Source: an optimization exercise on an open RTL-to-GDS flow (aim: small area, a short achievable clock period and few clock cycles per item). Production flows keep margins and buffers that such runs may drop. RTL that was checked went through simulation tests only; none was proved equivalent to the original. Function not checked in run 1: the RTL went through the layout flow alone.

==> flow/design.v, too long to show whole: its modules and the start of the top module <==
// module arctan: 3204 lines
// module arctan_fa: 4 lines
// module arctan_ha: 4 lines
// module arctan_top: 29 lines
module arctan_top(
	input             clk,
	input             rst,
	input             in_valid,
	output            in_ready,
	input      [31:0] inx,
	input      [31:0] iny,
	output reg        out_valid,
	output reg [31:0] out
);
  // ...
==> flow/run.sh <==
#!/bin/bash
# synth_recipe.tcl (not shown) runs the flow's synth.tcl, then flattens the netlist and writes it again
# the make line also repeats each setting of config.mk as NAME=value (left out here)
make -C /OpenROAD-flow-scripts/flow DESIGN_CONFIG=/design/flow/config.mk WORK_HOME=/design/flow/orfs CLKGATE_MAP_FILE= SYNTH_SCRIPT=/design/flow/synth_recipe.tcl finish
==> flow/config.mk <==
export PLATFORM = sky130hd
export DESIGN_NAME = arctan_top
export DESIGN_NICKNAME = arctan_top
export VERILOG_FILES = /design/flow/design.v
export SDC_FILE = /design/flow/constraint.sdc
export NUM_CORES = 4
export LEC_CHECK = 0
export CAP_MARGIN = 20
export CORE_MARGIN = 2
export CORE_UTILIZATION = 40
export CTS_BUF_LIST = sky130_fd_sc_hd__clkbuf_8
export CTS_CLUSTER_DIAMETER = 84
export CTS_CLUSTER_SIZE = 14
export SLEW_MARGIN = 20
export SYNTH_HIERARCHICAL = 1
export SYNTH_MINIMUM_KEEP_SIZE = 0
==> flow/constraint.sdc <==
create_clock -name core_clock -period 200.0 [get_ports {clk}]
set_input_delay 40.0000 -clock core_clock [delete_from_list [all_inputs] [get_ports {clk}]]
set_output_delay 40.0000 -clock core_clock [all_outputs]
set_load 0.01 [all_outputs]
==> run summary, run 1 <==
The number of gates on the worst path with buffers counted is 111. The global-route wire length before repair came out at 144,200 µm. The met2 wirelength from detailed routing is 45,890 µm. For this run, the top clock speed supported by timing is 23.76 MHz. After global routing the overflow that remains totals 0.

After synthesis, the largest family of logic cells by area is adder cells. In the routed layout, each cell is associated on average with a via count of 4.543. In this design, the stage delay of the slowest critical-path cell is 0.60 ns.

The flow ran to the end and the layout has no timing, DRC or antenna violations. Counting instances in the post-synthesis netlist gives the leading cell types as sky130_fd_sc_hd__fa_1 (1,130), sky130_fd_sc_hd__dfxtp_1 (499), sky130_fd_sc_hd__xnor2_1 (419). The fill cell total of the finished layout is 10,670. The number of rows created at floorplan is 124. The number of buffers inserted to repair setup after CTS is 0. The proportion of synthesized chip area in sequential cells came out at 21.75%. By area the synthesized netlist is led by sky130_fd_sc_hd__fa_1 (49%), sky130_fd_sc_hd__dfxtp_1 (22%), sky130_fd_sc_hd__xnor2_1 (8.0%), sky130_fd_sc_hd__ha_1 (7.7%), sky130_fd_sc_hd__xor2_1 (4.5%). The count of inserted tapcells came out at 1,512.

In this design, the largest share of critical-path delay is due to adder cells. The relative slew slack is 32.27%. The flip-flop and latch area is 9991 µm².

Summing the areas of all and, or, nand and nor instances in the mapped netlist gives 2.288% of the synthesized area. The initial antenna violation count is 9. For met2 alone, demand over resource in global routing was 29.03%. The startpoint identified for the worst hold timing path is u_arctan.rd_3[1]. The number of distinct library cell variants in the gate-level netlist after synthesis is 60. The number of multi-input combinational cells in the layout is 2,432.

==> inputs of run 2 (changes only) <==
--- a/flow/design.v
+++ b/flow/design.v
@@ -267,39 +267,45 @@
 assign v_2_c[33] = x_2[33] | v_2_c[32];
+reg [2:0] rd_0;
+always @(posedge clk) rd_0 <= {n_2, n_1, iny[31]};
+reg rf_0;
+always @(posedge clk) rf_0 <= f_2;
+reg [32:0] rv_0;
+always @(posedge clk) rv_0 <= {v_2[32], v_2[31], v_2[30], v_2[29], v_2[28], v_2[27], v_2[26], v_2[25], v_2[24], v_2[23], v_2[22], v_2[21], v_2[20], v_2[19], v_2[18], v_2[17], v_2[16], v_2[15], v_2[14], v_2[13], v_2[12], v_2[11], v_2[10], v_2[9], v_2[8], v_2[7], v_2[6], v_2[5], v_2[4], v_2[3], v_2[2], v_2[1], v_2[0]};
 wire [31:0] tn_2;
-assign tn_2[0] = ~(v_2[0] ^ v_2[32]);
-assign tn_2[1] = ~(v_2[1] ^ v_2[32]);
-assign tn_2[2] = ~(v_2[2] ^ v_2[32]);
-assign tn_2[3] = ~(v_2[3] ^ v_2[32]);
-assign tn_2[4] = ~(v_2[4] ^ v_2[32]);
-assign tn_2[5] = ~(v_2[5] ^ v_2[32]);
-assign tn_2[6] = ~(v_2[6] ^ v_2[32]);
-assign tn_2[7] = ~(v_2[7] ^ v_2[32]);
-assign tn_2[8] = ~(v_2[8] ^ v_2[32]);
-assign tn_2[9] = ~(v_2[9] ^ v_2[32]);
-assign tn_2[10] = ~(v_2[10] ^ v_2[32]);
-assign tn_2[11] = ~(v_2[11] ^ v_2[32]);
-assign tn_2[12] = ~(v_2[12] ^ v_2[32]);
-assign tn_2[13] = ~(v_2[13] ^ v_2[32]);
-assign tn_2[14] = ~(v_2[14] ^ v_2[32]);
-assign tn_2[15] = ~(v_2[15] ^ v_2[32]);
-assign tn_2[16] = ~(v_2[16] ^ v_2[32]);
-assign tn_2[17] = ~(v_2[17] ^ v_2[32]);
-assign tn_2[18] = ~(v_2[18] ^ v_2[32]);
-assign tn_2[19] = ~(v_2[19] ^ v_2[32]);
-assign tn_2[20] = ~(v_2[20] ^ v_2[32]);
-assign tn_2[21] = ~(v_2[21] ^ v_2[32]);
-assign tn_2[22] = ~(v_2[22] ^ v_2[32]);
-assign tn_2[23] = ~(v_2[23] ^ v_2[32]);
-assign tn_2[24] = ~(v_2[24] ^ v_2[32]);
-assign tn_2[25] = ~(v_2[25] ^ v_2[32]);
-assign tn_2[26] = ~(v_2[26] ^ v_2[32]);
-assign tn_2[27] = ~(v_2[27] ^ v_2[32]);
-assign tn_2[28] = ~(v_2[28] ^ v_2[32]);
-assign tn_2[29] = ~(v_2[29] ^ v_2[32]);
-assign tn_2[30] = ~(v_2[30] ^ v_2[32]);
-assign tn_2[31] = ~(v_2[31] ^ v_2[32]);
+assign tn_2[0] = ~(rv_0[0] ^ rv_0[32]);
+assign tn_2[1] = ~(rv_0[1] ^ rv_0[32]);
+assign tn_2[2] = ~(rv_0[2] ^ rv_0[32]);
+assign tn_2[3] = ~(rv_0[3] ^ rv_0[32]);
+assign tn_2[4] = ~(rv_0[4] ^ rv_0[32]);
+assign tn_2[5] = ~(rv_0[5] ^ rv_0[32]);
+assign tn_2[6] = ~(rv_0[6] ^ rv_0[32]);
+assign tn_2[7] = ~(rv_0[7] ^ rv_0[32]);
+assign tn_2[8] = ~(rv_0[8] ^ rv_0[32]);
+assign tn_2[9] = ~(rv_0[9] ^ rv_0[32]);
+assign tn_2[10] = ~(rv_0[10] ^ rv_0[32]);
+assign tn_2[11] = ~(rv_0[11] ^ rv_0[32]);
+assign tn_2[12] = ~(rv_0[12] ^ rv_0[32]);
+assign tn_2[13] = ~(rv_0[13] ^ rv_0[32]);
+assign tn_2[14] = ~(rv_0[14] ^ rv_0[32]);
+assign tn_2[15] = ~(rv_0[15] ^ rv_0[32]);
+assign tn_2[16] = ~(rv_0[16] ^ rv_0[32]);
+assign tn_2[17] = ~(rv_0[17] ^ rv_0[32]);
+assign tn_2[18] = ~(rv_0[18] ^ rv_0[32]);
+assign tn_2[19] = ~(rv_0[19] ^ rv_0[32]);
+assign tn_2[20] = ~(rv_0[20] ^ rv_0[32]);
+assign tn_2[21] = ~(rv_0[21] ^ rv_0[32]);
+assign tn_2[22] = ~(rv_0[22] ^ rv_0[32]);
+assign tn_2[23] = ~(rv_0[23] ^ rv_0[32]);
+assign tn_2[24] = ~(rv_0[24] ^ rv_0[32]);
+assign tn_2[25] = ~(rv_0[25] ^ rv_0[32]);
+assign tn_2[26] = ~(rv_0[26] ^ rv_0[32]);
+assign tn_2[27] = ~(rv_0[27] ^ rv_0[32]);
+assign tn_2[28] = ~(rv_0[28] ^ rv_0[32]);
+assign tn_2[29] = ~(rv_0[29] ^ rv_0[32]);
+assign tn_2[30] = ~(rv_0[30] ^ rv_0[32]);
+assign tn_2[31] = ~(rv_0[31] ^ rv_0[32]);
 wire n_3;
-assign n_3 = f_2 ? n_2 : ~(n_2 ^ v_2[32]);
+assign n_3 = rf_0 ? rd_0[2] : ~(rd_0[2] ^ rv_0[32]);
 wire f_3;
-assign f_3 = f_2 | ((v_2[31] ^ v_2[32]) | ((v_2[30] ^ v_2[32]) & ((v_2[29] ^ v_2[32]) | (v_2[28] ^ v_2[32]))));
+assign f_3 = rf_0 | ((rv_0[31] ^ rv_0[32]) | ((rv_0[30] ^ rv_0[32]) & ((rv_0[29] ^ rv_0[32]) | (rv_0[28] ^ rv_0[32]))));
 wire [33:0] x_3;
@@ -341,8 +347,2 @@
 arctan_ha ha197(.a(x_2[33]), .b(x_3_c[33]), .s(x_3[33]), .co(x_3_c[34]));
-reg [3:0] rd_0;
-always @(posedge clk) rd_0 <= {n_3, n_2, n_1, iny[31]};
-reg rf_0;
-always @(posedge clk) rf_0 <= f_3;
-reg [30:0] ru_0;
-always @(posedge clk) ru_0 <= {tn_2[30], tn_2[29], tn_2[28], tn_2[27], tn_2[26], tn_2[25], tn_2[24], tn_2[23], tn_2[22], tn_2[21], tn_2[20], tn_2[19], tn_2[18], tn_2[17], tn_2[16], tn_2[15], tn_2[14], tn_2[13], tn_2[12], tn_2[11], tn_2[10], tn_2[9], tn_2[8], tn_2[7], tn_2[6], tn_2[5], tn_2[4], tn_2[3], tn_2[2], tn_2[1], tn_2[0]};
 reg [33:0] rx_0;
@@ -352,33 +352,33 @@
 assign v_3_c[0] = 1'b0;
-arctan_fa fa198(.a(ru_0[0]), .b(rx_0[3]), .c(v_3_c[0]), .s(v_3[0]), .co(v_3_c[1]));
-arctan_fa fa199(.a(ru_0[1]), .b(rx_0[4]), .c(v_3_c[1]), .s(v_3[1]), .co(v_3_c[2]));
-arctan_fa fa200(.a(ru_0[2]), .b(rx_0[5]), .c(v_3_c[2]), .s(v_3[2]), .co(v_3_c[3]));
-arctan_fa fa201(.a(ru_0[3]), .b(rx_0[6]), .c(v_3_c[3]), .s(v_3[3]), .co(v_3_c[4]));
-arctan_fa fa202(.a(ru_0[4]), .b(rx_0[7]), .c(v_3_c[4]), .s(v_3[4]), .co(v_3_c[5]));
-arctan_fa fa203(.a(ru_0[5]), .b(rx_0[8]), .c(v_3_c[5]), .s(v_3[5]), .co(v_3_c[6]));
-arctan_fa fa204(.a(ru_0[6]), .b(rx_0[9]), .c(v_3_c[6]), .s(v_3[6]), .co(v_3_c[7]));
-arctan_fa fa205(.a(ru_0[7]), .b(rx_0[10]), .c(v_3_c[7]), .s(v_3[7]), .co(v_3_c[8]));
-arctan_fa fa206(.a(ru_0[8]), .b(rx_0[11]), .c(v_3_c[8]), .s(v_3[8]), .co(v_3_c[9]));
-arctan_fa fa207(.a(ru_0[9]), .b(rx_0[12]), .c(v_3_c[9]), .s(v_3[9]), .co(v_3_c[10]));
-arctan_fa fa208(.a(ru_0[10]), .b(rx_0[13]), .c(v_3_c[10]), .s(v_3[10]), .co(v_3_c[11]));
-arctan_fa fa209(.a(ru_0[11]), .b(rx_0[14]), .c(v_3_c[11]), .s(v_3[11]), .co(v_3_c[12]));
-arctan_fa fa210(.a(ru_0[12]), .b(rx_0[15]), .c(v_3_c[12]), .s(v_3[12]), .co(v_3_c[13]));
-arctan_fa fa211(.a(ru_0[13]), .b(rx_0[16]), .c(v_3_c[13]), .s(v_3[13]), .co(v_3_c[14]));
-arctan_fa fa212(.a(ru_0[14]), .b(rx_0[17]), .c(v_3_c[14]), .s(v_3[14]), .co(v_3_c[15]));
-arctan_fa fa213(.a(ru_0[15]), .b(rx_0[18]), .c(v_3_c[15]), .s(v_3[15]), .co(v_3_c[16]));
-arctan_fa fa214(.a(ru_0[16]), .b(rx_0[19]), .c(v_3_c[16]), .s(v_3[16]), .co(v_3_c[17]));
-arctan_fa fa215(.a(ru_0[17]), .b(rx_0[20]), .c(v_3_c[17]), .s(v_3[17]), .co(v_3_c[18]));
-arctan_fa fa216(.a(ru_0[18]), .b(rx_0[21]), .c(v_3_c[18]), .s(v_3[18]), .co(v_3_c[19]));
-arctan_fa fa217(.a(ru_0[19]), .b(rx_0[22]), .c(v_3_c[19]), .s(v_3[19]), .co(v_3_c[20]));
-arctan_fa fa218(.a(ru_0[20]), .b(rx_0[23]), .c(v_3_c[20]), .s(v_3[20]), .co(v_3_c[21]));
-arctan_fa fa219(.a(ru_0[21]), .b(rx_0[24]), .c(v_3_c[21]), .s(v_3[21]), .co(v_3_c[22]));
-arctan_fa fa220(.a(ru_0[22]), .b(rx_0[25]), .c(v_3_c[22]), .s(v_3[22]), .co(v_3_c[23]));
-arctan_fa fa221(.a(ru_0[23]), .b(rx_0[26]), .c(v_3_c[23]), .s(v_3[23]), .co(v_3_c[24]));
-arctan_fa fa222(.a(ru_0[24]), .b(rx_0[27]), .c(v_3_c[24]), .s(v_3[24]), .co(v_3_c[25]));
-arctan_fa fa223(.a(ru_0[25]), .b(rx_0[28]), .c(v_3_c[25]), .s(v_3[25]), .co(v_3_c[26]));
-arctan_fa fa224(.a(ru_0[26]), .b(rx_0[29]), .c(v_3_c[26]), .s(v_3[26]), .co(v_3_c[27]));
-arctan_fa fa225(.a(ru_0[27]), .b(rx_0[30]), .c(v_3_c[27]), .s(v_3[27]), .co(v_3_c[28]));
-arctan_fa fa226(.a(ru_0[28]), .b(rx_0[31]), .c(v_3_c[28]), .s(v_3[28]), .co(v_3_c[29]));
-arctan_fa fa227(.a(ru_0[29]), .b(rx_0[32]), .c(v_3_c[29]), .s(v_3[29]), .co(v_3_c[30]));
-arctan_fa fa228(.a(ru_0[30]), .b(rx_0[33]), .c(v_3_c[30]), .s(v_3[30]), .co(v_3_c[31]));
+arctan_fa fa198(.a(tn_2[0]), .b(rx_0[3]), .c(v_3_c[0]), .s(v_3[0]), .co(v_3_c[1]));
+arctan_fa fa199(.a(tn_2[1]), .b(rx_0[4]), .c(v_3_c[1]), .s(v_3[1]), .co(v_3_c[2]));
+arctan_fa fa200(.a(tn_2[2]), .b(rx_0[5]), .c(v_3_c[2]), .s(v_3[2]), .co(v_3_c[3]));
+arctan_fa fa201(.a(tn_2[3]), .b(rx_0[6]), .c(v_3_c[3]), .s(v_3[3]), .co(v_3_c[4]));
+arctan_fa fa202(.a(tn_2[4]), .b(rx_0[7]), .c(v_3_c[4]), .s(v_3[4]), .co(v_3_c[5]));
+arctan_fa fa203(.a(tn_2[5]), .b(rx_0[8]), .c(v_3_c[5]), .s(v_3[5]), .co(v_3_c[6]));
+arctan_fa fa204(.a(tn_2[6]), .b(rx_0[9]), .c(v_3_c[6]), .s(v_3[6]), .co(v_3_c[7]));
+arctan_fa fa205(.a(tn_2[7]), .b(rx_0[10]), .c(v_3_c[7]), .s(v_3[7]), .co(v_3_c[8]));
+arctan_fa fa206(.a(tn_2[8]), .b(rx_0[11]), .c(v_3_c[8]), .s(v_3[8]), .co(v_3_c[9]));
+arctan_fa fa207(.a(tn_2[9]), .b(rx_0[12]), .c(v_3_c[9]), .s(v_3[9]), .co(v_3_c[10]));
+arctan_fa fa208(.a(tn_2[10]), .b(rx_0[13]), .c(v_3_c[10]), .s(v_3[10]), .co(v_3_c[11]));
+arctan_fa fa209(.a(tn_2[11]), .b(rx_0[14]), .c(v_3_c[11]), .s(v_3[11]), .co(v_3_c[12]));
+arctan_fa fa210(.a(tn_2[12]), .b(rx_0[15]), .c(v_3_c[12]), .s(v_3[12]), .co(v_3_c[13]));
+arctan_fa fa211(.a(tn_2[13]), .b(rx_0[16]), .c(v_3_c[13]), .s(v_3[13]), .co(v_3_c[14]));
+arctan_fa fa212(.a(tn_2[14]), .b(rx_0[17]), .c(v_3_c[14]), .s(v_3[14]), .co(v_3_c[15]));
+arctan_fa fa213(.a(tn_2[15]), .b(rx_0[18]), .c(v_3_c[15]), .s(v_3[15]), .co(v_3_c[16]));
+arctan_fa fa214(.a(tn_2[16]), .b(rx_0[19]), .c(v_3_c[16]), .s(v_3[16]), .co(v_3_c[17]));
+arctan_fa fa215(.a(tn_2[17]), .b(rx_0[20]), .c(v_3_c[17]), .s(v_3[17]), .co(v_3_c[18]));
+arctan_fa fa216(.a(tn_2[18]), .b(rx_0[21]), .c(v_3_c[18]), .s(v_3[18]), .co(v_3_c[19]));
+arctan_fa fa217(.a(tn_2[19]), .b(rx_0[22]), .c(v_3_c[19]), .s(v_3[19]), .co(v_3_c[20]));
+arctan_fa fa218(.a(tn_2[20]), .b(rx_0[23]), .c(v_3_c[20]), .s(v_3[20]), .co(v_3_c[21]));
+arctan_fa fa219(.a(tn_2[21]), .b(rx_0[24]), .c(v_3_c[21]), .s(v_3[21]), .co(v_3_c[22]));
+arctan_fa fa220(.a(tn_2[22]), .b(rx_0[25]), .c(v_3_c[22]), .s(v_3[22]), .co(v_3_c[23]));
+arctan_fa fa221(.a(tn_2[23]), .b(rx_0[26]), .c(v_3_c[23]), .s(v_3[23]), .co(v_3_c[24]));
+arctan_fa fa222(.a(tn_2[24]), .b(rx_0[27]), .c(v_3_c[24]), .s(v_3[24]), .co(v_3_c[25]));
+arctan_fa fa223(.a(tn_2[25]), .b(rx_0[28]), .c(v_3_c[25]), .s(v_3[25]), .co(v_3_c[26]));
+arctan_fa fa224(.a(tn_2[26]), .b(rx_0[29]), .c(v_3_c[26]), .s(v_3[26]), .co(v_3_c[27]));
+arctan_fa fa225(.a(tn_2[27]), .b(rx_0[30]), .c(v_3_c[27]), .s(v_3[27]), .co(v_3_c[28]));
+arctan_fa fa226(.a(tn_2[28]), .b(rx_0[31]), .c(v_3_c[28]), .s(v_3[28]), .co(v_3_c[29]));
+arctan_fa fa227(.a(tn_2[29]), .b(rx_0[32]), .c(v_3_c[29]), .s(v_3[29]), .co(v_3_c[30]));
+arctan_fa fa228(.a(tn_2[30]), .b(rx_0[33]), .c(v_3_c[30]), .s(v_3[30]), .co(v_3_c[31]));
 assign v_3[31] = ~(rx_0[33] ^ v_3_c[31]);
@@ -418,36 +418,36 @@
 wire n_4;
-assign n_4 = rf_0 ? rd_0[3] : ~(rd_0[3] ^ v_3[31]);
+assign n_4 = f_3 ? n_3 : ~(n_3 ^ v_3[31]);
 wire f_4;
-assign f_4 = rf_0 | ((v_3[30] ^ v_3[31]) | ((v_3[29] ^ v_3[31]) & ((v_3[28] ^ v_3[31]) | (v_3[27] ^ v_3[31]))));
+assign f_4 = f_3 | ((v_3[30] ^ v_3[31]) | ((v_3[29] ^ v_3[31]) & ((v_3[28] ^ v_3[31]) | (v_3[27] ^ v_3[31]))));
 wire [33:0] x_4;
 wire [34:0] x_4_c;
-assign x_4_c[0] = rd_0[3];
-arctan_fa fa229(.a(rx_0[0]), .b(~ru_0[3]), .c(x_4_c[0]), .s(x_4[0]), .co(x_4_c[1]));
-arctan_fa fa230(.a(rx_0[1]), .b(~ru_0[4]), .c(x_4_c[1]), .s(x_4[1]), .co(x_4_c[2]));
-arctan_fa fa231(.a(rx_0[2]), .b(~ru_0[5]), .c(x_4_c[2]), .s(x_4[2]), .co(x_4_c[3]));
-arctan_fa fa232(.a(rx_0[3]), .b(~ru_0[6]), .c(x_4_c[3]), .s(x_4[3]), .co(x_4_c[4]));
-arctan_fa fa233(.a(rx_0[4]), .b(~ru_0[7]), .c(x_4_c[4]), .s(x_4[4]), .co(x_4_c[5]));
-arctan_fa fa234(.a(rx_0[5]), .b(~ru_0[8]), .c(x_4_c[5]), .s(x_4[5]), .co(x_4_c[6]));
-arctan_fa fa235(.a(rx_0[6]), .b(~ru_0[9]), .c(x_4_c[6]), .s(x_4[6]), .co(x_4_c[7]));
-arctan_fa fa236(.a(rx_0[7]), .b(~ru_0[10]), .c(x_4_c[7]), .s(x_4[7]), .co(x_4_c[8]));
-arctan_fa fa237(.a(rx_0[8]), .b(~ru_0[11]), .c(x_4_c[8]), .s(x_4[8]), .co(x_4_c[9]));
-arctan_fa fa238(.a(rx_0[9]), .b(~ru_0[12]), .c(x_4_c[9]), .s(x_4[9]), .co(x_4_c[10]));
-arctan_fa fa239(.a(rx_0[10]), .b(~ru_0[13]), .c(x_4_c[10]), .s(x_4[10]), .co(x_4_c[11]));
-arctan_fa fa240(.a(rx_0[11]), .b(~ru_0[14]), .c(x_4_c[11]), .s(x_4[11]), .co(x_4_c[12]));
-arctan_fa fa241(.a(rx_0[12]), .b(~ru_0[15]), .c(x_4_c[12]), .s(x_4[12]), .co(x_4_c[13]));
-arctan_fa fa242(.a(rx_0[13]), .b(~ru_0[16]), .c(x_4_c[13]), .s(x_4[13]), .co(x_4_c[14]));
-arctan_fa fa243(.a(rx_0[14]), .b(~ru_0[17]), .c(x_4_c[14]), .s(x_4[14]), .co(x_4_c[15]));
-arctan_fa fa244(.a(rx_0[15]), .b(~ru_0[18]), .c(x_4_c[15]), .s(x_4[15]), .co(x_4_c[16]));
-arctan_fa fa245(.a(rx_0[16]), .b(~ru_0[19]), .c(x_4_c[16]), .s(x_4[16]), .co(x_4_c[17]));
-arctan_fa fa246(.a(rx_0[17]), .b(~ru_0[20]), .c(x_4_c[17]), .s(x_4[17]), .co(x_4_c[18]));
-arctan_fa fa247(.a(rx_0[18]), .b(~ru_0[21]), .c(x_4_c[18]), .s(x_4[18]), .co(x_4_c[19]));
-arctan_fa fa248(.a(rx_0[19]), .b(~ru_0[22]), .c(x_4_c[19]), .s(x_4[19]), .co(x_4_c[20]));
-arctan_fa fa249(.a(rx_0[20]), .b(~ru_0[23]), .c(x_4_c[20]), .s(x_4[20]), .co(x_4_c[21]));
-arctan_fa fa250(.a(rx_0[21]), .b(~ru_0[24]), .c(x_4_c[21]), .s(x_4[21]), .co(x_4_c[22]));
-arctan_fa fa251(.a(rx_0[22]), .b(~ru_0[25]), .c(x_4_c[22]), .s(x_4[22]), .co(x_4_c[23]));
-arctan_fa fa252(.a(rx_0[23]), .b(~ru_0[26]), .c(x_4_c[23]), .s(x_4[23]), .co(x_4_c[24]));
-arctan_fa fa253(.a(rx_0[24]), .b(~ru_0[27]), .c(x_4_c[24]), .s(x_4[24]), .co(x_4_c[25]));
-arctan_fa fa254(.a(rx_0[25]), .b(~ru_0[28]), .c(x_4_c[25]), .s(x_4[25]), .co(x_4_c[26]));
-arctan_fa fa255(.a(rx_0[26]), .b(~ru_0[29]), .c(x_4_c[26]), .s(x_4[26]), .co(x_4_c[27]));
-arctan_fa fa256(.a(rx_0[27]), .b(~ru_0[30]), .c(x_4_c[27]), .s(x_4[27]), .co(x_4_c[28]));
+assign x_4_c[0] = n_3;
+arctan_fa fa229(.a(rx_0[0]), .b(~tn_2[3]), .c(x_4_c[0]), .s(x_4[0]), .co(x_4_c[1]));
+arctan_fa fa230(.a(rx_0[1]), .b(~tn_2[4]), .c(x_4_c[1]), .s(x_4[1]), .co(x_4_c[2]));
+arctan_fa fa231(.a(rx_0[2]), .b(~tn_2[5]), .c(x_4_c[2]), .s(x_4[2]), .co(x_4_c[3]));
+arctan_fa fa232(.a(rx_0[3]), .b(~tn_2[6]), .c(x_4_c[3]), .s(x_4[3]), .co(x_4_c[4]));
+arctan_fa fa233(.a(rx_0[4]), .b(~tn_2[7]), .c(x_4_c[4]), .s(x_4[4]), .co(x_4_c[5]));
+arctan_fa fa234(.a(rx_0[5]), .b(~tn_2[8]), .c(x_4_c[5]), .s(x_4[5]), .co(x_4_c[6]));
+arctan_fa fa235(.a(rx_0[6]), .b(~tn_2[9]), .c(x_4_c[6]), .s(x_4[6]), .co(x_4_c[7]));
+arctan_fa fa236(.a(rx_0[7]), .b(~tn_2[10]), .c(x_4_c[7]), .s(x_4[7]), .co(x_4_c[8]));
+arctan_fa fa237(.a(rx_0[8]), .b(~tn_2[11]), .c(x_4_c[8]), .s(x_4[8]), .co(x_4_c[9]));
+arctan_fa fa238(.a(rx_0[9]), .b(~tn_2[12]), .c(x_4_c[9]), .s(x_4[9]), .co(x_4_c[10]));
+arctan_fa fa239(.a(rx_0[10]), .b(~tn_2[13]), .c(x_4_c[10]), .s(x_4[10]), .co(x_4_c[11]));
+arctan_fa fa240(.a(rx_0[11]), .b(~tn_2[14]), .c(x_4_c[11]), .s(x_4[11]), .co(x_4_c[12]));
+arctan_fa fa241(.a(rx_0[12]), .b(~tn_2[15]), .c(x_4_c[12]), .s(x_4[12]), .co(x_4_c[13]));
+arctan_fa fa242(.a(rx_0[13]), .b(~tn_2[16]), .c(x_4_c[13]), .s(x_4[13]), .co(x_4_c[14]));
+arctan_fa fa243(.a(rx_0[14]), .b(~tn_2[17]), .c(x_4_c[14]), .s(x_4[14]), .co(x_4_c[15]));
+arctan_fa fa244(.a(rx_0[15]), .b(~tn_2[18]), .c(x_4_c[15]), .s(x_4[15]), .co(x_4_c[16]));
+arctan_fa fa245(.a(rx_0[16]), .b(~tn_2[19]), .c(x_4_c[16]), .s(x_4[16]), .co(x_4_c[17]));
+arctan_fa fa246(.a(rx_0[17]), .b(~tn_2[20]), .c(x_4_c[17]), .s(x_4[17]), .co(x_4_c[18]));
+arctan_fa fa247(.a(rx_0[18]), .b(~tn_2[21]), .c(x_4_c[18]), .s(x_4[18]), .co(x_4_c[19]));
+arctan_fa fa248(.a(rx_0[19]), .b(~tn_2[22]), .c(x_4_c[19]), .s(x_4[19]), .co(x_4_c[20]));
+arctan_fa fa249(.a(rx_0[20]), .b(~tn_2[23]), .c(x_4_c[20]), .s(x_4[20]), .co(x_4_c[21]));
+arctan_fa fa250(.a(rx_0[21]), .b(~tn_2[24]), .c(x_4_c[21]), .s(x_4[21]), .co(x_4_c[22]));
+arctan_fa fa251(.a(rx_0[22]), .b(~tn_2[25]), .c(x_4_c[22]), .s(x_4[22]), .co(x_4_c[23]));
+arctan_fa fa252(.a(rx_0[23]), .b(~tn_2[26]), .c(x_4_c[23]), .s(x_4[23]), .co(x_4_c[24]));
+arctan_fa fa253(.a(rx_0[24]), .b(~tn_2[27]), .c(x_4_c[24]), .s(x_4[24]), .co(x_4_c[25]));
+arctan_fa fa254(.a(rx_0[25]), .b(~tn_2[28]), .c(x_4_c[25]), .s(x_4[25]), .co(x_4_c[26]));
+arctan_fa fa255(.a(rx_0[26]), .b(~tn_2[29]), .c(x_4_c[26]), .s(x_4[26]), .co(x_4_c[27]));
+arctan_fa fa256(.a(rx_0[27]), .b(~tn_2[30]), .c(x_4_c[27]), .s(x_4[27]), .co(x_4_c[28]));
 arctan_ha ha257(.a(rx_0[28]), .b(x_4_c[28]), .s(x_4[28]), .co(x_4_c[29]));
@@ -671,3 +671,3 @@
 reg [6:0] rd_1;
-always @(posedge clk) rd_1 <= {n_6, n_5, n_4, rd_0[3], rd_0[2], rd_0[1], rd_0[0]};
+always @(posedge clk) rd_1 <= {n_6, n_5, n_4, n_3, rd_0[2], rd_0[1], rd_0[0]};
 reg rf_1;
@@ -1664,24 +1664,30 @@
 assign v_17_c[18] = rx_3[33] | v_17_c[17];
+reg [17:0] rd_4;
+always @(posedge clk) rd_4 <= {n_17, n_16, n_15, n_14, rd_3[13], rd_3[12], rd_3[11], rd_3[10], rd_3[9], rd_3[8], rd_3[7], rd_3[6], rd_3[5], rd_3[4], rd_3[3], rd_3[2], rd_3[1], rd_3[0]};
+reg rf_4;
+always @(posedge clk) rf_4 <= f_17;
+reg [17:0] rv_4;
+always @(posedge clk) rv_4 <= {v_17[17], v_17[16], v_17[15], v_17[14], v_17[13], v_17[12], v_17[11], v_17[10], v_17[9], v_17[8], v_17[7], v_17[6], v_17[5], v_17[4], v_17[3], v_17[2], v_17[1], v_17[0]};
 wire [16:0] tn_17;
-assign tn_17[0] = ~(v_17[0] ^ v_17[17]);
-assign tn_17[1] = ~(v_17[1] ^ v_17[17]);
-assign tn_17[2] = ~(v_17[2] ^ v_17[17]);
-assign tn_17[3] = ~(v_17[3] ^ v_17[17]);
-assign tn_17[4] = ~(v_17[4] ^ v_17[17]);
-assign tn_17[5] = ~(v_17[5] ^ v_17[17]);
-assign tn_17[6] = ~(v_17[6] ^ v_17[17]);
-assign tn_17[7] = ~(v_17[7] ^ v_17[17]);
-assign tn_17[8] = ~(v_17[8] ^ v_17[17]);
-assign tn_17[9] = ~(v_17[9] ^ v_17[17]);
-assign tn_17[10] = ~(v_17[10] ^ v_17[17]);
-assign tn_17[11] = ~(v_17[11] ^ v_17[17]);
-assign tn_17[12] = ~(v_17[12] ^ v_17[17]);
-assign tn_17[13] = ~(v_17[13] ^ v_17[17]);
-assign tn_17[14] = ~(v_17[14] ^ v_17[17]);
-assign tn_17[15] = ~(v_17[15] ^ v_17[17]);
-assign tn_17[16] = ~(v_17[16] ^ v_17[17]);
+assign tn_17[0] = ~(rv_4[0] ^ rv_4[17]);
+assign tn_17[1] = ~(rv_4[1] ^ rv_4[17]);
+assign tn_17[2] = ~(rv_4[2] ^ rv_4[17]);
+assign tn_17[3] = ~(rv_4[3] ^ rv_4[17]);
+assign tn_17[4] = ~(rv_4[4] ^ rv_4[17]);
+assign tn_17[5] = ~(rv_4[5] ^ rv_4[17]);
+assign tn_17[6] = ~(rv_4[6] ^ rv_4[17]);
+assign tn_17[7] = ~(rv_4[7] ^ rv_4[17]);
+assign tn_17[8] = ~(rv_4[8] ^ rv_4[17]);
+assign tn_17[9] = ~(rv_4[9] ^ rv_4[17]);
+assign tn_17[10] = ~(rv_4[10] ^ rv_4[17]);
+assign tn_17[11] = ~(rv_4[11] ^ rv_4[17]);
+assign tn_17[12] = ~(rv_4[12] ^ rv_4[17]);
+assign tn_17[13] = ~(rv_4[13] ^ rv_4[17]);
+assign tn_17[14] = ~(rv_4[14] ^ rv_4[17]);
+assign tn_17[15] = ~(rv_4[15] ^ rv_4[17]);
+assign tn_17[16] = ~(rv_4[16] ^ rv_4[17]);
 wire n_18;
-assign n_18 = f_17 ? n_17 : ~(n_17 ^ v_17[17]);
+assign n_18 = rf_4 ? rd_4[17] : ~(rd_4[17] ^ rv_4[17]);
 wire f_18;
-assign f_18 = f_17 | ((v_17[16] ^ v_17[17]) | ((v_17[15] ^ v_17[17]) & ((v_17[14] ^ v_17[17]) | (v_17[13] ^ v_17[17]))));
+assign f_18 = rf_4 | ((rv_4[16] ^ rv_4[17]) | ((rv_4[15] ^ rv_4[17]) & ((rv_4[14] ^ rv_4[17]) | (rv_4[13] ^ rv_4[17]))));
 wire ab_18;
@@ -1706,8 +1712,2 @@
 assign lf_18 = le_17 | (lq_17 & lc_18);
-reg [18:0] rd_4;
-always @(posedge clk) rd_4 <= {n_18, n_17, n_16, n_15, n_14, rd_3[13], rd_3[12], rd_3[11], rd_3[10], rd_3[9], rd_3[8], rd_3[7], rd_3[6], rd_3[5], rd_3[4], rd_3[3], rd_3[2], rd_3[1], rd_3[0]};
-reg rf_4;
-always @(posedge clk) rf_4 <= f_18;
-reg [15:0] ru_4;
-always @(posedge clk) ru_4 <= {tn_17[15], tn_17[14], tn_17[13], tn_17[12], tn_17[11], tn_17[10], tn_17[9], tn_17[8], tn_17[7], tn_17[6], tn_17[5], tn_17[4], tn_17[3], tn_17[2], tn_17[1], tn_17[0]};
 reg [33:18] rxf_4;
@@ -1725,18 +1725,18 @@
 assign v_18_c[0] = c_18;
-arctan_fa fa942(.a(ru_4[0]), .b(rxf_4[18]), .c(v_18_c[0]), .s(v_18[0]), .co(v_18_c[1]));
-arctan_fa fa943(.a(ru_4[1]), .b(rxf_4[19]), .c(v_18_c[1]), .s(v_18[1]), .co(v_18_c[2]));
-arctan_fa fa944(.a(ru_4[2]), .b(rxf_4[20]), .c(v_18_c[2]), .s(v_18[2]), .co(v_18_c[3]));
-arctan_fa fa945(.a(ru_4[3]), .b(rxf_4[21]), .c(v_18_c[3]), .s(v_18[3]), .co(v_18_c[4]));
-arctan_fa fa946(.a(ru_4[4]), .b(rxf_4[22]), .c(v_18_c[4]), .s(v_18[4]), .co(v_18_c[5]));
-arctan_fa fa947(.a(ru_4[5]), .b(rxf_4[23]), .c(v_18_c[5]), .s(v_18[5]), .co(v_18_c[6]));
-arctan_fa fa948(.a(ru_4[6]), .b(rxf_4[24]), .c(v_18_c[6]), .s(v_18[6]), .co(v_18_c[7]));
-arctan_fa fa949(.a(ru_4[7]), .b(rxf_4[25]), .c(v_18_c[7]), .s(v_18[7]), .co(v_18_c[8]));
-arctan_fa fa950(.a(ru_4[8]), .b(rxf_4[26]), .c(v_18_c[8]), .s(v_18[8]), .co(v_18_c[9]));
-arctan_fa fa951(.a(ru_4[9]), .b(rxf_4[27]), .c(v_18_c[9]), .s(v_18[9]), .co(v_18_c[10]));
-arctan_fa fa952(.a(ru_4[10]), .b(rxf_4[28]), .c(v_18_c[10]), .s(v_18[10]), .co(v_18_c[11]));
-arctan_fa fa953(.a(ru_4[11]), .b(rxf_4[29]), .c(v_18_c[11]), .s(v_18[11]), .co(v_18_c[12]));
-arctan_fa fa954(.a(ru_4[12]), .b(rxf_4[30]), .c(v_18_c[12]), .s(v_18[12]), .co(v_18_c[13]));
-arctan_fa fa955(.a(ru_4[13]), .b(rxf_4[31]), .c(v_18_c[13]), .s(v_18[13]), .co(v_18_c[14]));
-arctan_fa fa956(.a(ru_4[14]), .b(rxf_4[32]), .c(v_18_c[14]), .s(v_18[14]), .co(v_18_c[15]));
-arctan_fa fa957(.a(ru_4[15]), .b(rxf_4[33]), .c(v_18_c[15]), .s(v_18[15]), .co(v_18_c[16]));
+arctan_fa fa942(.a(tn_17[0]), .b(rxf_4[18]), .c(v_18_c[0]), .s(v_18[0]), .co(v_18_c[1]));
+arctan_fa fa943(.a(tn_17[1]), .b(rxf_4[19]), .c(v_18_c[1]), .s(v_18[1]), .co(v_18_c[2]));
+arctan_fa fa944(.a(tn_17[2]), .b(rxf_4[20]), .c(v_18_c[2]), .s(v_18[2]), .co(v_18_c[3]));
+arctan_fa fa945(.a(tn_17[3]), .b(rxf_4[21]), .c(v_18_c[3]), .s(v_18[3]), .co(v_18_c[4]));
+arctan_fa fa946(.a(tn_17[4]), .b(rxf_4[22]), .c(v_18_c[4]), .s(v_18[4]), .co(v_18_c[5]));
+arctan_fa fa947(.a(tn_17[5]), .b(rxf_4[23]), .c(v_18_c[5]), .s(v_18[5]), .co(v_18_c[6]));
+arctan_fa fa948(.a(tn_17[6]), .b(rxf_4[24]), .c(v_18_c[6]), .s(v_18[6]), .co(v_18_c[7]));
+arctan_fa fa949(.a(tn_17[7]), .b(rxf_4[25]), .c(v_18_c[7]), .s(v_18[7]), .co(v_18_c[8]));
+arctan_fa fa950(.a(tn_17[8]), .b(rxf_4[26]), .c(v_18_c[8]), .s(v_18[8]), .co(v_18_c[9]));
+arctan_fa fa951(.a(tn_17[9]), .b(rxf_4[27]), .c(v_18_c[9]), .s(v_18[9]), .co(v_18_c[10]));
+arctan_fa fa952(.a(tn_17[10]), .b(rxf_4[28]), .c(v_18_c[10]), .s(v_18[10]), .co(v_18_c[11]));
+arctan_fa fa953(.a(tn_17[11]), .b(rxf_4[29]), .c(v_18_c[11]), .s(v_18[11]), .co(v_18_c[12]));
+arctan_fa fa954(.a(tn_17[12]), .b(rxf_4[30]), .c(v_18_c[12]), .s(v_18[12]), .co(v_18_c[13]));
+arctan_fa fa955(.a(tn_17[13]), .b(rxf_4[31]), .c(v_18_c[13]), .s(v_18[13]), .co(v_18_c[14]));
+arctan_fa fa956(.a(tn_17[14]), .b(rxf_4[32]), .c(v_18_c[14]), .s(v_18[14]), .co(v_18_c[15]));
+arctan_fa fa957(.a(tn_17[15]), .b(rxf_4[33]), .c(v_18_c[15]), .s(v_18[15]), .co(v_18_c[16]));
 assign v_18[16] = ~(rxf_4[33] ^ v_18_c[16]);
@@ -1761,5 +1761,5 @@
 wire n_19;
-assign n_19 = rf_4 ? rd_4[18] : ~(rd_4[18] ^ v_18[16]);
+assign n_19 = f_18 ? n_18 : ~(n_18 ^ v_18[16]);
 wire f_19;
-assign f_19 = rf_4 | ((v_18[15] ^ v_18[16]) | ((v_18[14] ^ v_18[16]) & ((v_18[13] ^ v_18[16]) | (v_18[12] ^ v_18[16]))));
+assign f_19 = f_18 | ((v_18[15] ^ v_18[16]) | ((v_18[14] ^ v_18[16]) & ((v_18[13] ^ v_18[16]) | (v_18[12] ^ v_18[16]))));
 wire ab_19;
@@ -1767,6 +1767,6 @@
 wire lc_19;
-assign lc_19 = rl_4[5] | (rd_4[18] & rl_4[0] & rl_4[1] & rl_4[2] & rl_4[3] & rl_4[4]);
+assign lc_19 = rl_4[5] | (n_18 & rl_4[0] & rl_4[1] & rl_4[2] & rl_4[3] & rl_4[4]);
 wire [5:0] l_19;
 wire [6:0] l_19_c;
-assign l_19_c[0] = rd_4[18];
+assign l_19_c[0] = n_18;
 arctan_ha ha958(.a(rl_4[0]), .b(l_19_c[0]), .s(l_19[0]), .co(l_19_c[1]));
@@ -2044,4 +2044,18 @@
 assign lf_24 = rle_4 | (rlq_4 & lc_24);
+reg [24:0] rd_5;
+always @(posedge clk) rd_5 <= {n_24, n_23, n_22, n_21, n_20, n_19, n_18, rd_4[17], rd_4[16], rd_4[15], rd_4[14], rd_4[13], rd_4[12], rd_4[11], rd_4[10], rd_4[9], rd_4[8], rd_4[7], rd_4[6], rd_4[5], rd_4[4], rd_4[3], rd_4[2], rd_4[1], rd_4[0]};
+reg rf_5;
+always @(posedge clk) rf_5 <= f_24;
+reg [9:0] ru_5;
+always @(posedge clk) ru_5 <= {tn_23[9], tn_23[8], tn_23[7], tn_23[6], tn_23[5], tn_23[4], tn_23[3], tn_23[2], tn_23[1], tn_23[0]};
+reg [33:24] rxf_5;
+always @(posedge clk) rxf_5 <= {rxf_4[33], rxf_4[32], rxf_4[31], rxf_4[30], rxf_4[29], rxf_4[28], rxf_4[27], rxf_4[26], rxf_4[25], rxf_4[24]};
+reg ra_5;
+always @(posedge clk) ra_5 <= ab_24;
+reg [5:0] rl_5;
+always @(posedge clk) rl_5 <= {lc_24, l_24[4], l_24[3], l_24[2], l_24[1], l_24[0]};
+reg rle_5, rlq_5;
+always @(posedge clk) begin rle_5 <= rle_4; rlq_5 <= rlq_4; end
 wire c_24;
-assign c_24 = ab_24 & lf_24;
+assign c_24 = ra_5 & (rle_5 | (rlq_5 & rl_5[5]));
 wire [10:0] v_24;
@@ -2049,14 +2063,14 @@
 assign v_24_c[0] = c_24;
-arctan_fa fa1059(.a(tn_23[0]), .b(rxf_4[24]), .c(v_24_c[0]), .s(v_24[0]), .co(v_24_c[1]));
-arctan_fa fa1060(.a(tn_23[1]), .b(rxf_4[25]), .c(v_24_c[1]), .s(v_24[1]), .co(v_24_c[2]));
-arctan_fa fa1061(.a(tn_23[2]), .b(rxf_4[26]), .c(v_24_c[2]), .s(v_24[2]), .co(v_24_c[3]));
-arctan_fa fa1062(.a(tn_23[3]), .b(rxf_4[27]), .c(v_24_c[3]), .s(v_24[3]), .co(v_24_c[4]));
-arctan_fa fa1063(.a(tn_23[4]), .b(rxf_4[28]), .c(v_24_c[4]), .s(v_24[4]), .co(v_24_c[5]));
-arctan_fa fa1064(.a(tn_23[5]), .b(rxf_4[29]), .c(v_24_c[5]), .s(v_24[5]), .co(v_24_c[6]));
-arctan_fa fa1065(.a(tn_23[6]), .b(rxf_4[30]), .c(v_24_c[6]), .s(v_24[6]), .co(v_24_c[7]));
-arctan_fa fa1066(.a(tn_23[7]), .b(rxf_4[31]), .c(v_24_c[7]), .s(v_24[7]), .co(v_24_c[8]));
-arctan_fa fa1067(.a(tn_23[8]), .b(rxf_4[32]), .c(v_24_c[8]), .s(v_24[8]), .co(v_24_c[9]));
-arctan_fa fa1068(.a(tn_23[9]), .b(rxf_4[33]), .c(v_24_c[9]), .s(v_24[9]), .co(v_24_c[10]));
-assign v_24[10] = ~(rxf_4[33] ^ v_24_c[10]);
-assign v_24_c[11] = rxf_4[33] | v_24_c[10];
+arctan_fa fa1059(.a(ru_5[0]), .b(rxf_5[24]), .c(v_24_c[0]), .s(v_24[0]), .co(v_24_c[1]));
+arctan_fa fa1060(.a(ru_5[1]), .b(rxf_5[25]), .c(v_24_c[1]), .s(v_24[1]), .co(v_24_c[2]));
+arctan_fa fa1061(.a(ru_5[2]), .b(rxf_5[26]), .c(v_24_c[2]), .s(v_24[2]), .co(v_24_c[3]));
+arctan_fa fa1062(.a(ru_5[3]), .b(rxf_5[27]), .c(v_24_c[3]), .s(v_24[3]), .co(v_24_c[4]));
+arctan_fa fa1063(.a(ru_5[4]), .b(rxf_5[28]), .c(v_24_c[4]), .s(v_24[4]), .co(v_24_c[5]));
+arctan_fa fa1064(.a(ru_5[5]), .b(rxf_5[29]), .c(v_24_c[5]), .s(v_24[5]), .co(v_24_c[6]));
+arctan_fa fa1065(.a(ru_5[6]), .b(rxf_5[30]), .c(v_24_c[6]), .s(v_24[6]), .co(v_24_c[7]));
+arctan_fa fa1066(.a(ru_5[7]), .b(rxf_5[31]), .c(v_24_c[7]), .s(v_24[7]), .co(v_24_c[8]));
+arctan_fa fa1067(.a(ru_5[8]), .b(rxf_5[32]), .c(v_24_c[8]), .s(v_24[8]), .co(v_24_c[9]));
+arctan_fa fa1068(.a(ru_5[9]), .b(rxf_5[33]), .c(v_24_c[9]), .s(v_24[9]), .co(v_24_c[10]));
+assign v_24[10] = ~(rxf_5[33] ^ v_24_c[10]);
+assign v_24_c[11] = rxf_5[33] | v_24_c[10];
 wire [9:0] tn_24;
@@ -2073,36 +2087,22 @@
 wire n_25;
-assign n_25 = f_24 ? n_24 : ~(n_24 ^ v_24[10]);
+assign n_25 = rf_5 ? rd_5[24] : ~(rd_5[24] ^ v_24[10]);
 wire f_25;
-assign f_25 = f_24 | ((v_24[9] ^ v_24[10]) | ((v_24[8] ^ v_24[10]) & ((v_24[7] ^ v_24[10]) | (v_24[6] ^ v_24[10]))));
+assign f_25 = rf_5 | ((v_24[9] ^ v_24[10]) | ((v_24[8] ^ v_24[10]) & ((v_24[7] ^ v_24[10]) | (v_24[6] ^ v_24[10]))));
 wire ab_25;
-assign ab_25 = ab_24 & rxf_4[24];
+assign ab_25 = ra_5 & rxf_5[24];
 wire lc_25;
-assign lc_25 = lc_24 | (n_24 & l_24[0] & l_24[1] & l_24[2] & l_24[3] & l_24[4]);
+assign lc_25 = rl_5[5] | (rd_5[24] & rl_5[0] & rl_5[1] & rl_5[2] & rl_5[3] & rl_5[4]);
 wire [5:0] l_25;
 wire [6:0] l_25_c;
-assign l_25_c[0] = n_24;
-arctan_ha ha1069(.a(l_24[0]), .b(l_25_c[0]), .s(l_25[0]), .co(l_25_c[1]));
-arctan_ha ha1070(.a(l_24[1]), .b(l_25_c[1]), .s(l_25[1]), .co(l_25_c[2]));
-arctan_ha ha1071(.a(l_24[2]), .b(l_25_c[2]), .s(l_25[2]), .co(l_25_c[3]));
-arctan_ha ha1072(.a(l_24[3]), .b(l_25_c[3]), .s(l_25[3]), .co(l_25_c[4]));
-arctan_ha ha1073(.a(l_24[4]), .b(l_25_c[4]), .s(l_25[4]), .co(l_25_c[5]));
-arctan_ha ha1074(.a(lc_24), .b(l_25_c[5]), .s(l_25[5]), .co(l_25_c[6]));
+assign l_25_c[0] = rd_5[24];
+arctan_ha ha1069(.a(rl_5[0]), .b(l_25_c[0]), .s(l_25[0]), .co(l_25_c[1]));
+arctan_ha ha1070(.a(rl_5[1]), .b(l_25_c[1]), .s(l_25[1]), .co(l_25_c[2]));
+arctan_ha ha1071(.a(rl_5[2]), .b(l_25_c[2]), .s(l_25[2]), .co(l_25_c[3]));
+arctan_ha ha1072(.a(rl_5[3]), .b(l_25_c[3]), .s(l_25[3]), .co(l_25_c[4]));
+arctan_ha ha1073(.a(rl_5[4]), .b(l_25_c[4]), .s(l_25[4]), .co(l_25_c[5]));
+arctan_ha ha1074(.a(rl_5[5]), .b(l_25_c[5]), .s(l_25[5]), .co(l_25_c[6]));
 wire lf_25;
-assign lf_25 = rle_4 | (rlq_4 & lc_25);
-reg [25:0] rd_5;
-always @(posedge clk) rd_5 <= {n_25, n_24, n_23, n_22, n_21, n_20, n_19, rd_4[18], rd_4[17], rd_4[16], rd_4[15], rd_4[14], rd_4[13], rd_4[12], rd_4[11], rd_4[10], rd_4[9], rd_4[8], rd_4[7], rd_4[6], rd_4[5], rd_4[4], rd_4[3], rd_4[2], rd_4[1], rd_4[0]};
-reg rf_5;
-always @(posedge clk) rf_5 <= f_25;
-reg [8:0] ru_5;
-always @(posedge clk) ru_5 <= {tn_24[8], tn_24[7], tn_24[6], tn_24[5], tn_24[4], tn_24[3], tn_24[2], tn_24[1], tn_24[0]};
-reg [33:25] rxf_5;
-always @(posedge clk) rxf_5 <= {rxf_4[33], rxf_4[32], rxf_4[31], rxf_4[30], rxf_4[29], rxf_4[28], rxf_4[27], rxf_4[26], rxf_4[25]};
-reg ra_5;
-always @(posedge clk) ra_5 <= ab_25;
-reg [5:0] rl_5;
-always @(posedge clk) rl_5 <= {lc_25, l_25[4], l_25[3], l_25[2], l_25[1], l_25[0]};
-reg rle_5, rlq_5;
-always @(posedge clk) begin rle_5 <= rle_4; rlq_5 <= rlq_4; end
+assign lf_25 = rle_5 | (rlq_5 & lc_25);
 wire c_25;
-assign c_25 = ra_5 & (rle_5 | (rlq_5 & rl_5[5]));
+assign c_25 = ab_25 & lf_25;
 wire [9:0] v_25;
@@ -2110,11 +2110,11 @@
 assign v_25_c[0] = c_25;
-arctan_fa fa1075(.a(ru_5[0]), .b(rxf_5[25]), .c(v_25_c[0]), .s(v_25[0]), .co(v_25_c[1]));
-arctan_fa fa1076(.a(ru_5[1]), .b(rxf_5[26]), .c(v_25_c[1]), .s(v_25[1]), .co(v_25_c[2]));
-arctan_fa fa1077(.a(ru_5[2]), .b(rxf_5[27]), .c(v_25_c[2]), .s(v_25[2]), .co(v_25_c[3]));
-arctan_fa fa1078(.a(ru_5[3]), .b(rxf_5[28]), .c(v_25_c[3]), .s(v_25[3]), .co(v_25_c[4]));
-arctan_fa fa1079(.a(ru_5[4]), .b(rxf_5[29]), .c(v_25_c[4]), .s(v_25[4]), .co(v_25_c[5]));
-arctan_fa fa1080(.a(ru_5[5]), .b(rxf_5[30]), .c(v_25_c[5]), .s(v_25[5]), .co(v_25_c[6]));
-arctan_fa fa1081(.a(ru_5[6]), .b(rxf_5[31]), .c(v_25_c[6]), .s(v_25[6]), .co(v_25_c[7]));
-arctan_fa fa1082(.a(ru_5[7]), .b(rxf_5[32]), .c(v_25_c[7]), .s(v_25[7]), .co(v_25_c[8]));
-arctan_fa fa1083(.a(ru_5[8]), .b(rxf_5[33]), .c(v_25_c[8]), .s(v_25[8]), .co(v_25_c[9]));
+arctan_fa fa1075(.a(tn_24[0]), .b(rxf_5[25]), .c(v_25_c[0]), .s(v_25[0]), .co(v_25_c[1]));
+arctan_fa fa1076(.a(tn_24[1]), .b(rxf_5[26]), .c(v_25_c[1]), .s(v_25[1]), .co(v_25_c[2]));
+arctan_fa fa1077(.a(tn_24[2]), .b(rxf_5[27]), .c(v_25_c[2]), .s(v_25[2]), .co(v_25_c[3]));
+arctan_fa fa1078(.a(tn_24[3]), .b(rxf_5[28]), .c(v_25_c[3]), .s(v_25[3]), .co(v_25_c[4]));
+arctan_fa fa1079(.a(tn_24[4]), .b(rxf_5[29]), .c(v_25_c[4]), .s(v_25[4]), .co(v_25_c[5]));
+arctan_fa fa1080(.a(tn_24[5]), .b(rxf_5[30]), .c(v_25_c[5]), .s(v_25[5]), .co(v_25_c[6]));
+arctan_fa fa1081(.a(tn_24[6]), .b(rxf_5[31]), .c(v_25_c[6]), .s(v_25[6]), .co(v_25_c[7]));
+arctan_fa fa1082(.a(tn_24[7]), .b(rxf_5[32]), .c(v_25_c[7]), .s(v_25[7]), .co(v_25_c[8]));
+arctan_fa fa1083(.a(tn_24[8]), .b(rxf_5[33]), .c(v_25_c[8]), .s(v_25[8]), .co(v_25_c[9]));
 assign v_25[9] = ~(rxf_5[33] ^ v_25_c[9]);
@@ -2132,18 +2132,18 @@
 wire n_26;
-assign n_26 = rf_5 ? rd_5[25] : ~(rd_5[25] ^ v_25[9]);
+assign n_26 = f_25 ? n_25 : ~(n_25 ^ v_25[9]);
 wire f_26;
-assign f_26 = rf_5 | ((v_25[8] ^ v_25[9]) | ((v_25[7] ^ v_25[9]) & ((v_25[6] ^ v_25[9]) | (v_25[5] ^ v_25[9]))));
+assign f_26 = f_25 | ((v_25[8] ^ v_25[9]) | ((v_25[7] ^ v_25[9]) & ((v_25[6] ^ v_25[9]) | (v_25[5] ^ v_25[9]))));
 wire ab_26;
-assign ab_26 = ra_5 & rxf_5[25];
+assign ab_26 = ab_25 & rxf_5[25];
 wire lc_26;
-assign lc_26 = rl_5[5] | (rd_5[25] & rl_5[0] & rl_5[1] & rl_5[2] & rl_5[3] & rl_5[4]);
+assign lc_26 = lc_25 | (n_25 & l_25[0] & l_25[1] & l_25[2] & l_25[3] & l_25[4]);
 wire [5:0] l_26;
 wire [6:0] l_26_c;
-assign l_26_c[0] = rd_5[25];
-arctan_ha ha1084(.a(rl_5[0]), .b(l_26_c[0]), .s(l_26[0]), .co(l_26_c[1]));
-arctan_ha ha1085(.a(rl_5[1]), .b(l_26_c[1]), .s(l_26[1]), .co(l_26_c[2]));
-arctan_ha ha1086(.a(rl_5[2]), .b(l_26_c[2]), .s(l_26[2]), .co(l_26_c[3]));
-arctan_ha ha1087(.a(rl_5[3]), .b(l_26_c[3]), .s(l_26[3]), .co(l_26_c[4]));
-arctan_ha ha1088(.a(rl_5[4]), .b(l_26_c[4]), .s(l_26[4]), .co(l_26_c[5]));
-arctan_ha ha1089(.a(rl_5[5]), .b(l_26_c[5]), .s(l_26[5]), .co(l_26_c[6]));
+assign l_26_c[0] = n_25;
+arctan_ha ha1084(.a(l_25[0]), .b(l_26_c[0]), .s(l_26[0]), .co(l_26_c[1]));
+arctan_ha ha1085(.a(l_25[1]), .b(l_26_c[1]), .s(l_26[1]), .co(l_26_c[2]));
+arctan_ha ha1086(.a(l_25[2]), .b(l_26_c[2]), .s(l_26[2]), .co(l_26_c[3]));
+arctan_ha ha1087(.a(l_25[3]), .b(l_26_c[3]), .s(l_26[3]), .co(l_26_c[4]));
+arctan_ha ha1088(.a(l_25[4]), .b(l_26_c[4]), .s(l_26[4]), .co(l_26_c[5]));
+arctan_ha ha1089(.a(lc_25), .b(l_26_c[5]), .s(l_26[5]), .co(l_26_c[6]));
 wire lf_26;
@@ -2438,3 +2438,3 @@
 wire zc1180;
-arctan_fa fa1181(.a(rd_5[23]), .b(rd_5[24]), .c(~rd_5[25]), .s(zs1179), .co(zc1180));
+arctan_fa fa1181(.a(rd_5[23]), .b(rd_5[24]), .c(~n_25), .s(zs1179), .co(zc1180));
 wire zs1182;
@@ -2459,3 +2459,3 @@
 wire zc1201;
-arctan_fa fa1202(.a(~rd_5[25]), .b(~n_28), .c(~n_30), .s(zs1200), .co(zc1201));
+arctan_fa fa1202(.a(~n_25), .b(~n_28), .c(~n_30), .s(zs1200), .co(zc1201));
 wire zs1203;
@@ -2486,3 +2486,3 @@
 wire zc1228;
-arctan_fa fa1229(.a(rd_5[21]), .b(~rd_5[23]), .c(~rd_5[25]), .s(zs1227), .co(zc1228));
+arctan_fa fa1229(.a(rd_5[21]), .b(~rd_5[23]), .c(~n_25), .s(zs1227), .co(zc1228));
 wire zs1230;
@@ -2511,3 +2511,3 @@
 wire zc1251;
-arctan_fa fa1252(.a(~rd_5[21]), .b(~rd_5[23]), .c(~rd_5[25]), .s(zs1250), .co(zc1251));
+arctan_fa fa1252(.a(~rd_5[21]), .b(~rd_5[23]), .c(~n_25), .s(zs1250), .co(zc1251));
 wire zs1253;
@@ -2545,3 +2545,3 @@
 wire zc1283;
-arctan_fa fa1284(.a(~rd_5[20]), .b(~rd_5[22]), .c(rd_5[25]), .s(zs1282), .co(zc1283));
+arctan_fa fa1284(.a(~rd_5[20]), .b(~rd_5[22]), .c(n_25), .s(zs1282), .co(zc1283));
 wire zs1285;
@@ -2575,4 +2575,4 @@
 wire zc1313;
-assign zs1312 = ~(rd_5[22] ^ ~rd_5[25]);
-assign zc1313 = rd_5[22] | ~rd_5[25];
+assign zs1312 = ~(rd_5[22] ^ ~n_25);
+assign zc1313 = rd_5[22] | ~n_25;
 wire zs1314;
==> run summary, run 2 <==
The number of storage elements in the synthesis netlist came out at 502 (was 499). The per-instance average area after synthesis came to 13.63 µm² (was 13.45 µm²). The die outline area is 117,400 µm² (was 117,600 µm²).

The clock tree from TritonCTS is done (unchanged). The most common library cell in the layout ignoring fill and taps was sky130_fd_sc_hd__fa_1 (unchanged). The area share of the largest cell type after synthesis came out at 49.34% (was 49.25%). The clock latency reported for the late side of the worst-skew pair is 0.69 ns (was 0.68 ns). The yosys synthesis warning count came out at 8 (unchanged).

The number of setup violations in the final report came to 0 (unchanged). The async set-reset flop share out of synthesis came out at 0% (unchanged). The global-route wire length before repair is 144,000 µm (was 144,200 µm).

The number of violations of the max-capacitance limit was 0 (unchanged). The kind of cell with the highest combined delay on the critical path is buffers and inverters (was adder cells). The number of buffers inserted to repair setup after CTS is 0 (unchanged). The pin count of the biggest net entering global routing was 35 (unchanged). The number of detailed-routing iterations run before antenna repair came out at 7 (was 4). The routing layer with the top usage in global route is met2 (unchanged). The most numerous cell in the Yosys netlist is sky130_fd_sc_hd__fa_1 (unchanged). The clock-pin slew on the worst setup and hold paths is 0.09 ns (about the same).

The HPWL after detailed placement is 77,040 µm (was 75,140 µm). The number of flops mapped to enable cells by yosys was 0 (unchanged). The fill cell total of the finished layout is 10,640 (was 10,670).

The post-route antenna net violation count was 0 (unchanged). The routability congestion estimate was 0.8886 (was 0.8440). The class of the tightest hold or removal check is reg2reg (unchanged). Outcome: timing/DRC/antenna clean (unchanged). The number of distinct library cell variants in the gate-level netlist after synthesis came out at 63 (was 60). The arrival time of data at the critical path endpoint is 1.53 ns (was 42.62 ns). The post-synthesis to final-layout area growth came out at 7.780% (was 7.883%).

The met1 track demand over resource came out at 19.99% (was 19.64%). The post-layout net count came out at 4,938 (was 4,985). The cell area after synthesis is 45,850 µm² (was 45,930 µm²). The post-route core utilization came out at 43.34% (was 43.40%). The critical path class is reg2out (was reg2reg).

The total routing usage reported by global routing came to 15.79% (was 15.61%). The multi-input combinational cell area came out at 34,020 µm² (was 34,160 µm²). The die width came out at 342.6 µm (was 342.9 µm). The initial antenna violation count is 3 (was 9).

The number of I/O port buffers was 99 (unchanged). The mean routed wirelength per cell is 17.27 µm (was 16.88 µm). The final setup skew came out at 0.05293 ns (was 0.03967 ns). The met3 global-route usage is 1.945% (was 1.623%).

The via density per instance is 4.505 (was 4.543). Largest cells by area after synthesis: sky130_fd_sc_hd__fa_1 (49%), sky130_fd_sc_hd__dfxtp_1 (22%), sky130_fd_sc_hd__xnor2_1 (7.9%), sky130_fd_sc_hd__ha_1 (7.7%), sky130_fd_sc_hd__xor2_1 (4.6%) (was sky130_fd_sc_hd__fa_1 (49%), sky130_fd_sc_hd__dfxtp_1 (22%), sky130_fd_sc_hd__xnor2_1 (8.0%), sky130_fd_sc_hd__ha_1 (7.7%), sky130_fd_sc_hd__xor2_1 (4.5%)). The number of resized instances in the post-cts repair step came out at 0 (unchanged). The die extent in y is 342.6 µm (was 342.9 µm).

The relative slew slack came to 31.63% (was 32.27%). The root cell of the clock tree was sky130_fd_sc_hd__clkbuf_8 (unchanged). The leading area contributor after synthesis is sky130_fd_sc_hd__fa_1 (unchanged).

The flip-flop and latch area is 10,050 µm² (was 9991 µm²). The worst-case hold slack is 0.3246 ns (was 0.3238 ns).

The final critical delay including setup and external delays is 41.53 ns (was 42.08 ns). The number of gates on the worst path with buffers counted came out at 1 (was 111). The number of vias after detailed routing is 22,450 (was 22,870).

The proportion of synthesized chip area in sequential cells is 21.92% (was 21.75%). The total number of clock tree sinks came out at 502 (was 499). The number of buffers inserted during clock tree synthesis was 44 (was 46). The number of primary I/O pins came out at 101 (unchanged).

The worst hold path cell count is 0 (unchanged). Commonest cells after routing, fill and taps aside: sky130_fd_sc_hd__fa_1 (1,130), sky130_fd_sc_hd__dfxtp_1 (500), sky130_fd_sc_hd__xnor2_1 (398) (was sky130_fd_sc_hd__fa_1 (1,130), sky130_fd_sc_hd__dfxtp_1 (498), sky130_fd_sc_hd__xnor2_1 (400)). The share of post-route cells with drive strength above 1 is 3.603% (was 3.383%). The maximum fanout encountered on the critical timing path is 1 (was 24). The critical path buffer and inverter count is 1 (was 4).

The starting DRC count in detailed routing came out at 719 (was 710). Most instantiated cells after synthesis: sky130_fd_sc_hd__fa_1 (1,130), sky130_fd_sc_hd__dfxtp_1 (502), sky130_fd_sc_hd__xnor2_1 (415) (was sky130_fd_sc_hd__fa_1 (1,130), sky130_fd_sc_hd__dfxtp_1 (499), sky130_fd_sc_hd__xnor2_1 (419)). The critical path data required time is 160.00 ns (was 200.54 ns). The number of rows created at floorplan came out at 124 (unchanged). The hold-fix buffer count after cts is 0 (unchanged). The critical path's slowest cell was sky130_fd_sc_hd__clkdlybuf4s50_1 (was sky130_fd_sc_hd__xnor2_4). The instance count of the mapped netlist came out at 3,365 (was 3,414). The number of global-route vias before repair is 26,910 (was 27,420). The signal on the critical path passes through clkdlybuf4s50_1.

The actual transition at the worst max-transition pin came out at 1.024 ns (was 1.015 ns). The number of hold violations in the final report is 0 (unchanged). The DRC violation count after routing came out at 0 (unchanged). The maximum operating frequency came to 24.08 MHz (was 23.76 MHz). The sum of negative setup slack is 0 ns (unchanged). The final-report max-slew violation count was 0 (unchanged). The predominant post-synthesis flop cell is sky130_fd_sc_hd__dfxtp_1 (unchanged). The endpoint kind of the worst setup timing path is an output pin (was flop). The met2 track demand over resource is 28.76% (was 29.03%). The routed wire length is 86,060 µm (was 84,970 µm). The H-tree level count came out at 2 (unchanged).

The final critical-path share of the clock period came out at 20.77% (was 21.04%). The effective utilization at floorplan came out at 40.21% (was 40.23%). The path depth of the worst reg2reg path was 108 (was 111). The buffer depth of the longest clock path is 3 (unchanged).

The worst stage delay on the critical path is 0.53 ns (was 0.60 ns). The startpoint class of the critical path was a flop (unchanged). The core box area is 114,000 µm² (was 114,200 µm²). The remaining global-route overflow is 0 (unchanged).

Unrepaired setup endpoints after global routing: no (unchanged).
==> run 2: changes by cell type after synthesis, sizes merged, moves of 6 or more <==
cell / previous run / this run
inv: 397 / 391
nor3: 20 / 8
xor2: 238 / 244
nand2b: 14 / 21
clkbuf: 51 / 41
nor2: 63 / 52
o21a: 9 / 3
buf: 48 / 56
==> run 2: layout make-up <==
type                    instances  share of cell area (%)
multi-input cells            2388                   68.85
clock inverters                11                  0.2177
clock buffers                  47                   1.309
inverters                     391                   2.975
repair buffers                130                   2.476
flip-flops and latches        502                   20.34
diodes                          1                0.005064
well taps                    1512                   3.828
==> run 2: cell families (layout without fill, tap and decap cells) <==
family,count (synthesis),in the layout,synth area share (%)
AOI/OAI and AO/OA,104,104,1.517
and+or+nand+nor,185,185,2.077
DFF,502,502,21.92
muxes,2,2,0.04366
xor gates and xnor gates,668,668,13.06
adders and majority gates,1414,1414,57.09
other,2,16,0.01638
buffers and inverters,488,579,4.284
==> run 2: final timing paths <==
path	from	end	slack [ns]
max	out_valid	out_valid	158.47
min reg2reg	u_arctan.rd_4[8]	u_arctan.rd_5[8]	0.32
min	u_arctan.rd_4[8]	u_arctan.rd_5[8]	0.32
max reg2reg	u_arctan.rx_2[9]	u_arctan.rf_3	159.30
==> run 2: stage by stage <==
stage | worst slack, ns | instance area (µm²) | instances
after floorplan | 158.17 | 45900 | 3378
after global placement | 159.18 | 48650 | 4923
after detailed placement | 159.16 | 48650 | 4923
after CTS | 158.37 | 49410 | 4981
after global routing | 157.84 | 49420 | 4982
final | 158.47 | 49420 | 4982
==> run 2: worst register-to-register path, delay by kind of cell, from the launching register on <==
kind / cells / cell delay (ns)
fa+ha+maj: 93 / 37.13
buf+inv: 4 / 1.46
xor+xnor: 8 / 1.37
flops: 1 / 0.35
simple gates: 2 / 0.16
compound gates: 1 / 0.10
==> run 2: per-layer routing <==
metal / share of wire [%] / up-vias
li1: - / 10300
met1: 42 / 11760
met2: 53 / 279
met3: 2.9 / 108
met4: 2.2 / 2
met5: 0.014 / -
==> run 2: Yosys stat by module (local to each module, per instance) <==
module	copies in the design	cells inside	area (µm²)
arctan_top	1	114	2143
arctan_fa	1130	1	20.02
arctan	1	1853	17730
arctan_ha	268	1	12.51
Testbench counts of run 2, summed over its fixed seeds: cycles 3,264, items 3,200.

## separate check: timing with driven ports
In the flow no input, the clock included, has a driving cell. The finished layouts below were timed again as built, in two steps.
Step 1 assumes that a clkbuf_16 drives the clock port and a buf_2 every other input.
Step 2 times the ports against the registers' clock, not the clock port: input delays grow and output delays shrink by t, the midpoint of the rising clock arrivals with the driver on.
a / b / c = ideal / step 1 / step 2; a / b = the first two.
| run | shift t [ns] | slack for setup (ns) | clock arrival spread, ns |
|---|---|---|---|
| run 1 | 0.728 | 157.916 / 157.916 / 157.916 | 0.042 / 0.043 |
| run 2 | 0.731 | 158.470 / 158.406 / 159.137 | 0.054 / 0.054 |
After both steps every run listed still meets setup and hold.
